This is an optimization exercise on Yosys and OpenROAD, whose aim is small area, not a production implementation. Function was checked by simulation only, so behaviour that the tests miss may differ from the original. The clock port is modelled as an ideal driver; clocking choices that lean on that would not hold on a real chip.

==> run E <==
// compressor_decompressor
module compressor_decompressor #(
 parameter WIDTH                 = 64,
 parameter DICT_ENTRY            = 16,
 parameter DICT_WORD             = 32,
 parameter WORD                  = 32,
 parameter CACHE_LINE            = 128,
 parameter TOTAL_WIDTH           = 136,
 parameter TOTAL_BITS_COMPRESSED = 34,
 parameter WORD2_LENGTH          = 6,
 parameter TOTAL_LENGTH          = 7,
 parameter DICT_WORD2            = 16,
 parameter OUT_SHIFT_BIT         = 7,
 parameter INPUT_LENGTH          = 9,
 parameter I_WORD                = 196,
 parameter LENGTH_CODE           = 2,
 parameter REMAIN_LENGTH         = 8
) (
 input  logic i_clk,
 input  logic i_reset,
 input  logic i_update_d,
 input  logic i_decompressor_en,
 input  logic i_compressor_en,
 input  logic i_compressed_flag,
 input  logic [WIDTH - 1:0]       i_word_c,
 input  logic [CACHE_LINE - 1 : 0] i_word_d,
 output logic [CACHE_LINE - 1 : 0] o_compressed_word,
 output logic [CACHE_LINE - 1 : 0] o_decompressed_word,
 output logic                      o_compressed_flag,
 output logic                      o_finish_c_flag
);
function automatic [1:0] match_class(input logic [31:0] a, input logic [31:0] b);
  logic [3:0] v;
  for (int k = 0; k < 4; k++) v[k] = (a[8*k +: 8] == b[8*k +: 8]);
  case (v)
    4'b1111: match_class = 2'd3;
    4'b1110: match_class = 2'd2;
    4'b1100: match_class = 2'd1;
    default: match_class = 2'd0;
  endcase
endfunction
function automatic [5:0] clen(input logic [2:0] e);
  case (e)
    3'b000: clen = 6'd2;
    3'b001: clen = 6'd6;
    3'b010: clen = 6'd12;
    3'b011: clen = 6'd16;
    3'b100: clen = 6'd24;
    3'b101: clen = 6'd34;
    default: clen = 6'd0;
  endcase
endfunction
function automatic [2:0] cenc(input logic z, input logic ms, input logic [1:0] t);
  if (!ms) begin
  ...
export LEC_CHECK = 0
export CAP_MARGIN = 20
export CORE_MARGIN = 2
export CORE_UTILIZATION = 45
export SLEW_MARGIN = 20
create_clock -name core_clock -period 20.0 [get_ports {i_clk}]
standard.sh (not shown) runs the stock make flow with config.mk's settings and CLKGATE_MAP_FILE= SYNTH_SCRIPT=/design/flow/synth_recipe.tcl, a recipe that flattens the netlist after the stock synthesis.
==> flow/flow/run.sh <==
#!/bin/bash
# Layout flow: the standard flow (standard.sh: floorplan, power grid and
# tap cells as standard) with
#  - the standard synthesis but an area-oriented ABC script (flow/area.abc) (flow/synth.tcl),
#  - buf_1 port buffers instead of the default port buffer cell,
#  - CTS with clkbuf_8 buffers in small sink clusters and no dummy loads,
#  - a power-recovery (downsizing) pass after CTS on paths with slack.
# Each tool's output stays in the ORFS logs standard.sh writes; this
# script's own output goes to run_flow.log.
exec > run_flow.log 2>&1
export AREA_ABC_SCRIPT="$PWD/flow/area.abc"
export BUFFER_PORTS_ARGS="-buffer_cell sky130_fd_sc_hd__buf_1"
export CTS_ARGS="-sink_clustering_enable -repair_clock_nets -dont_use_dummy_load -buf_list sky130_fd_sc_hd__clkbuf_8 -sink_clustering_size 10 -sink_clustering_max_diameter 40"
export POST_CTS_TCL="$PWD/flow/post_cts.tcl"
# standard.sh with its synthesis script swapped for flow/synth.tcl
sed "s#SYNTH_SCRIPT=[^ ]*#SYNTH_SCRIPT=$PWD/flow/synth.tcl#" standard.sh > standard_area_synth.sh
grep -q "SYNTH_SCRIPT=$PWD/flow/synth.tcl" standard_area_synth.sh || exit 1
bash standard_area_synth.sh finish
==> flow/flow/area.abc <==
strash
&get -n
&fraig -x
&put
dc2
strash
&get -n
&st
&syn2
&dch -f
&nf -p -R 1000
&st
&syn2
&dch -f
&nf -p -R 1000
&st
&syn2
&dch -f
&nf -p -R 1000
&st
&syn2
&dch -f
&nf -p -R 1000
&st
&syn2
&dch -f
&nf -p -R 1000
&st
&syn2
&dch -f
&nf -p -R 1000
&st
&dch -f
&nf -p -R 2000 -F 6 -A 6
&put
==> flow/flow/post_cts.tcl <==
# Downsize cells on paths with positive setup slack, then re-legalize.
estimate_parasitics -placement
repair_timing -recover_power 100 -verbose
detailed_placement
check_placement -verbose
==> flow/flow/synth.tcl <==
# The standard flow's synthesis script (synth_recipe.tcl) with one change: ORFS's abc call
# uses the area-oriented script flow/area.abc instead of ORFS's speed script.
# Everything else (yosys synth -nofsm -noshare, flip-flop mapping, flatten,
# renaming) is the standard synthesis, so the registers are the same.
proc synth {args} { yosys synth -nofsm -noshare {*}$args }
proc abc {args} {
  set i [lsearch -exact $args -script]
  if {$i >= 0} { lset args [expr {$i + 1}] $::env(AREA_ABC_SCRIPT) }
  yosys abc {*}$args
}
source $::env(SCRIPTS_DIR)/synth.tcl
# left out here: clear keep_hierarchy, flatten, clean up, hide names made inside functions, write 1_2_yosys.v
==> inputs of run D, as changes to run E <==
--- a/flow/design.v
+++ b/flow/design.v
@@ -104,27 +104,20 @@
 logic [31:0] dw1, dw2;                 
 logic [31:0] cw1_in, cw2_in;
 assign cw1_in = i_word_c[31:0];
 assign cw2_in = i_word_c[63:32];
 logic [15:0] f1_3, f1_2, f1_1, f2_3, f2_2, f2_1;
 always_comb
   for (int e = 0; e < 16; e++) begin
-    logic h1, m1, l1e, h2, m2, l2e;
-    h1  = (cw1_in[31:16] == dict[e][31:16]);
-    m1  = (cw1_in[15:8]  == dict[e][15:8]);
-    l1e = (cw1_in[7:0]   == dict[e][7:0]);
-    h2  = (cw2_in[31:16] == dict[e][31:16]);
-    m2  = (cw2_in[15:8]  == dict[e][15:8]);
-    l2e = (cw2_in[7:0]   == dict[e][7:0]);
-    f1_3[e] = h1 & m1 & l1e;
-    f1_2[e] = h1 & m1 & ~l1e;
-    f1_1[e] = h1 & ~m1 & ~l1e;
-    f2_3[e] = h2 & m2 & l2e;
-    f2_2[e] = h2 & m2 & ~l2e;
-    f2_1[e] = h2 & ~m2 & ~l2e;
+    f1_3[e] = (match_class(cw1_in, dict[e]) == 2'd3);
+    f1_2[e] = (match_class(cw1_in, dict[e]) == 2'd2);
+    f1_1[e] = (match_class(cw1_in, dict[e]) == 2'd1);
+    f2_3[e] = (match_class(cw2_in, dict[e]) == 2'd3);
+    f2_2[e] = (match_class(cw2_in, dict[e]) == 2'd2);
+    f2_1[e] = (match_class(cw2_in, dict[e]) == 2'd1);
   end
 logic [1:0]  t1, pv2;
 logic [3:0]  loc1, ploc2;
 logic [15:0] sel1, sel2;
 always_comb begin
   t1   = (|f1_3) ? 2'd3 : (|f1_2) ? 2'd2 : (|f1_1) ? 2'd1 : 2'd0;
   sel1 = (|f1_3) ? f1_3 : (|f1_2) ? f1_2 : f1_1;
@@ -246,17 +239,20 @@
 always_ff @(posedge i_clk, negedge i_reset) begin
   if (~i_reset) begin
     ra1 <= '0;
     ra2 <= '0;
     tog <= 1'b0;
   end else begin
     ra1 <= ra1_nx;
-    if (store3) tog <= ~tog;
-    if (store3 & (push3 | ~tog)) ra2[63:0]   <= push3 ? ra1[63:0]   : b3hi;
-    if (store3 & (push3 | tog))  ra2[127:64] <= push3 ? ra1[127:64] : b3hi;
+    if (store3) begin
+      tog <= ~tog;
+      if (push3) ra2 <= ra1;
+      else if (!tog) ra2[63:0] <= b3hi;
+      else ra2[127:64] <= b3hi;
+    end
   end
 end
 always_ff @(posedge i_clk, negedge i_reset) begin
   if (~i_reset) begin
     bk1    <= '0;
     bk     <= '0;
     bk_cnt <= 1'b0;
@@ -308,33 +304,24 @@
         2'b00: ddec = {d[31:16], w[23:8]};
         2'b01: ddec = {24'd0, w[11:4]};
         2'b10: ddec = {d[31:8], w[15:8]};
         default: ddec = w[31:0];
       endcase
   endcase
 endfunction
-logic [31:0] dsel1, dsel2;
-always_comb begin
-  dsel1 = 32'd0;
-  dsel2 = 32'd0;
-  for (int e = 0; e < 16; e++) begin
-    dsel1 = dsel1 | ({32{idx1 == e}} & dict[e]);
-    dsel2 = dsel2 | ({32{idx2 == e}} & dict[e]);
-  end
-end
-assign dw1 = ddec(fc, fcb, areg[33:0], dsel1);
-assign dw2 = ddec(sc, scb, aw2, dsel2);
+assign dw1 = ddec(fc, fcb, areg[33:0], dict[idx1]);
+assign dw2 = ddec(sc, scb, aw2, dict[idx2]);
 logic [193:0] b1a, b1s, b2, mrg;
 logic [7:0]   rl8, rln;
 always_comb begin
   rl8 = {rl, 1'b0};
   b1a = areg >> tl;
   b1s = sreg >> tl;
-  b2  = {66'd0, (cf & (i_update_d | crl)) ? i_word_d : 128'd0} << (crl ? rl8[6:0] : 7'd0);
-  mrg = b2 | b1a;
+  b2  = cf ? ({66'd0, i_word_d} << (crl ? rl8[6:0] : 7'd0)) : 194'd0;
+  mrg = (i_update_d | crl) ? (b2 | b1a) : b1a;
   if (!cf) rln = 8'd0;
   else if (crl) rln = den ? (rl8 - {1'b0, tl} + 8'd128) : 8'd0;
   else rln = rl8 - {1'b0, tl};
 end
 always_ff @(posedge i_clk, negedge i_reset) begin
   if (~i_reset) begin
     areg <= '0;
==> flow/flow/run.sh (replaced) <==
#!/bin/bash
# Layout flow: the standard flow (standard.sh: floorplan, power grid and
# tap cells as standard) with
#  - the standard synthesis but an area-oriented ABC script (flow/area.abc) (flow/synth.tcl),
#  - buf_1 port buffers instead of the default port buffer cell,
#  - CTS with clkbuf_8 buffers, larger sink clusters and no dummy loads,
#  - a power-recovery (downsizing) pass after CTS on paths with slack.
# Each tool's output stays in the ORFS logs standard.sh writes; this
# script's own output goes to run_flow.log.
exec > run_flow.log 2>&1
export AREA_ABC_SCRIPT="$PWD/flow/area.abc"
export BUFFER_PORTS_ARGS="-buffer_cell sky130_fd_sc_hd__buf_1"
export CTS_ARGS="-sink_clustering_enable -repair_clock_nets -dont_use_dummy_load -buf_list sky130_fd_sc_hd__clkbuf_8 -sink_clustering_size 20 -sink_clustering_max_diameter 80"
export POST_CTS_TCL="$PWD/flow/post_cts.tcl"
# standard.sh with its synthesis script swapped for flow/synth.tcl
sed "s#SYNTH_SCRIPT=[^ ]*#SYNTH_SCRIPT=$PWD/flow/synth.tcl#" standard.sh > standard_area_synth.sh
grep -q "SYNTH_SCRIPT=$PWD/flow/synth.tcl" standard_area_synth.sh || exit 1
bash standard_area_synth.sh finish
Settings changed: CAP_MARGIN 20 to 10, CORE_UTILIZATION 45 to 60, SLEW_MARGIN 20 to 10.
==> comparison table <==
|  | run D | run E |
|---|---|---|
| Result of the run | did not finish | no timing/DRC/antenna violations |
| Last stage reached | global routing (5_1_grt) | - |
| HPWL reported at the end of detailed placement | 511000 µm | 562000 µm |
| Cells after DPL | 17.2k | 18.1k |
| Post-synthesis share of cell area spent on xor and xnor gates | 0.0622 | 0.0644 |
| Number of I/O port buffers | 455 | 455 |
| Arithmetic-cell share of the synthesized area counting full adders, half adders and majority gates | 0.00644 | 0.00647 |
| Area of placed instances | 0.133 mm² | 0.134 mm² |
| Global placer's final weighted congestion | 1.31 | 1.14 |
| Initial cell density of the core | 0.602 | 0.452 |
| Proportion of synthesized chip area in sequential cells | 0.376 | 0.378 |
| Multiplexer share of the synthesized area | 0.187 | 0.171 |
| Number of distinct library cells after synthesis | 71 | 63 |
| Number of rows in the core area | 167 | 192 |
| Post-synthesis compound-gate area fraction | 0.218 | 0.226 |
| Clock sink total | 1797 | 1797 |
| Number of synthesized flops with an enable pin | 640 | 640 |
| Post-Syn Area | 0.124 mm² | 0.124 mm² |
| Dpl ws | 6.70 ns | 6.31 ns |
| Synthesized area per cell | 9.11 µm² | 9.05 µm² |
| Number of nets in the synthesized netlist | 13.9k | 13.9k |
| Cell count after synthesis | 13.6k | 13.7k |
| Chip Height | 459 µm | 528 µm |
| Area share of and/or/nand/nor cells after synthesis | 0.144 | 0.147 |
| Top cell type's share of synthesized area | 0.177 | 0.177 |
| Horizontal die dimension | 459 µm | 528 µm |
| Async set-or-reset flop fraction in the synthesized netlist | 0.490 | 0.490 |

[separate check: timing with driven ports]
Ports are ideal in the flow. The routed layout listed here was re-timed in OpenROAD. Step 1, drivers: a clkbuf_16 drives i_clk and a buf_2 each remaining input, both assumed. Step 2 also shifts input and output timing later by t, the mid clock arrival at the registers, as if the neighbouring blocks saw the same clock. Slacks: ideal ports / drivers / drivers and shift; pairs: ideal ports / drivers.
run: run E
t, ns: 1.191
setup slack, ns: 5.941 / 6.021 / 4.830
worst hold slack (ns): 0.309 / 0.309 / 0.309
worst setup path at the end: input to register
worst data-port slew with drivers (ns): 0.16
After both steps setup and hold are still met in run E. The setup slack of run E moves by +0.080 ns with the drivers and by -1.111 ns with both steps.
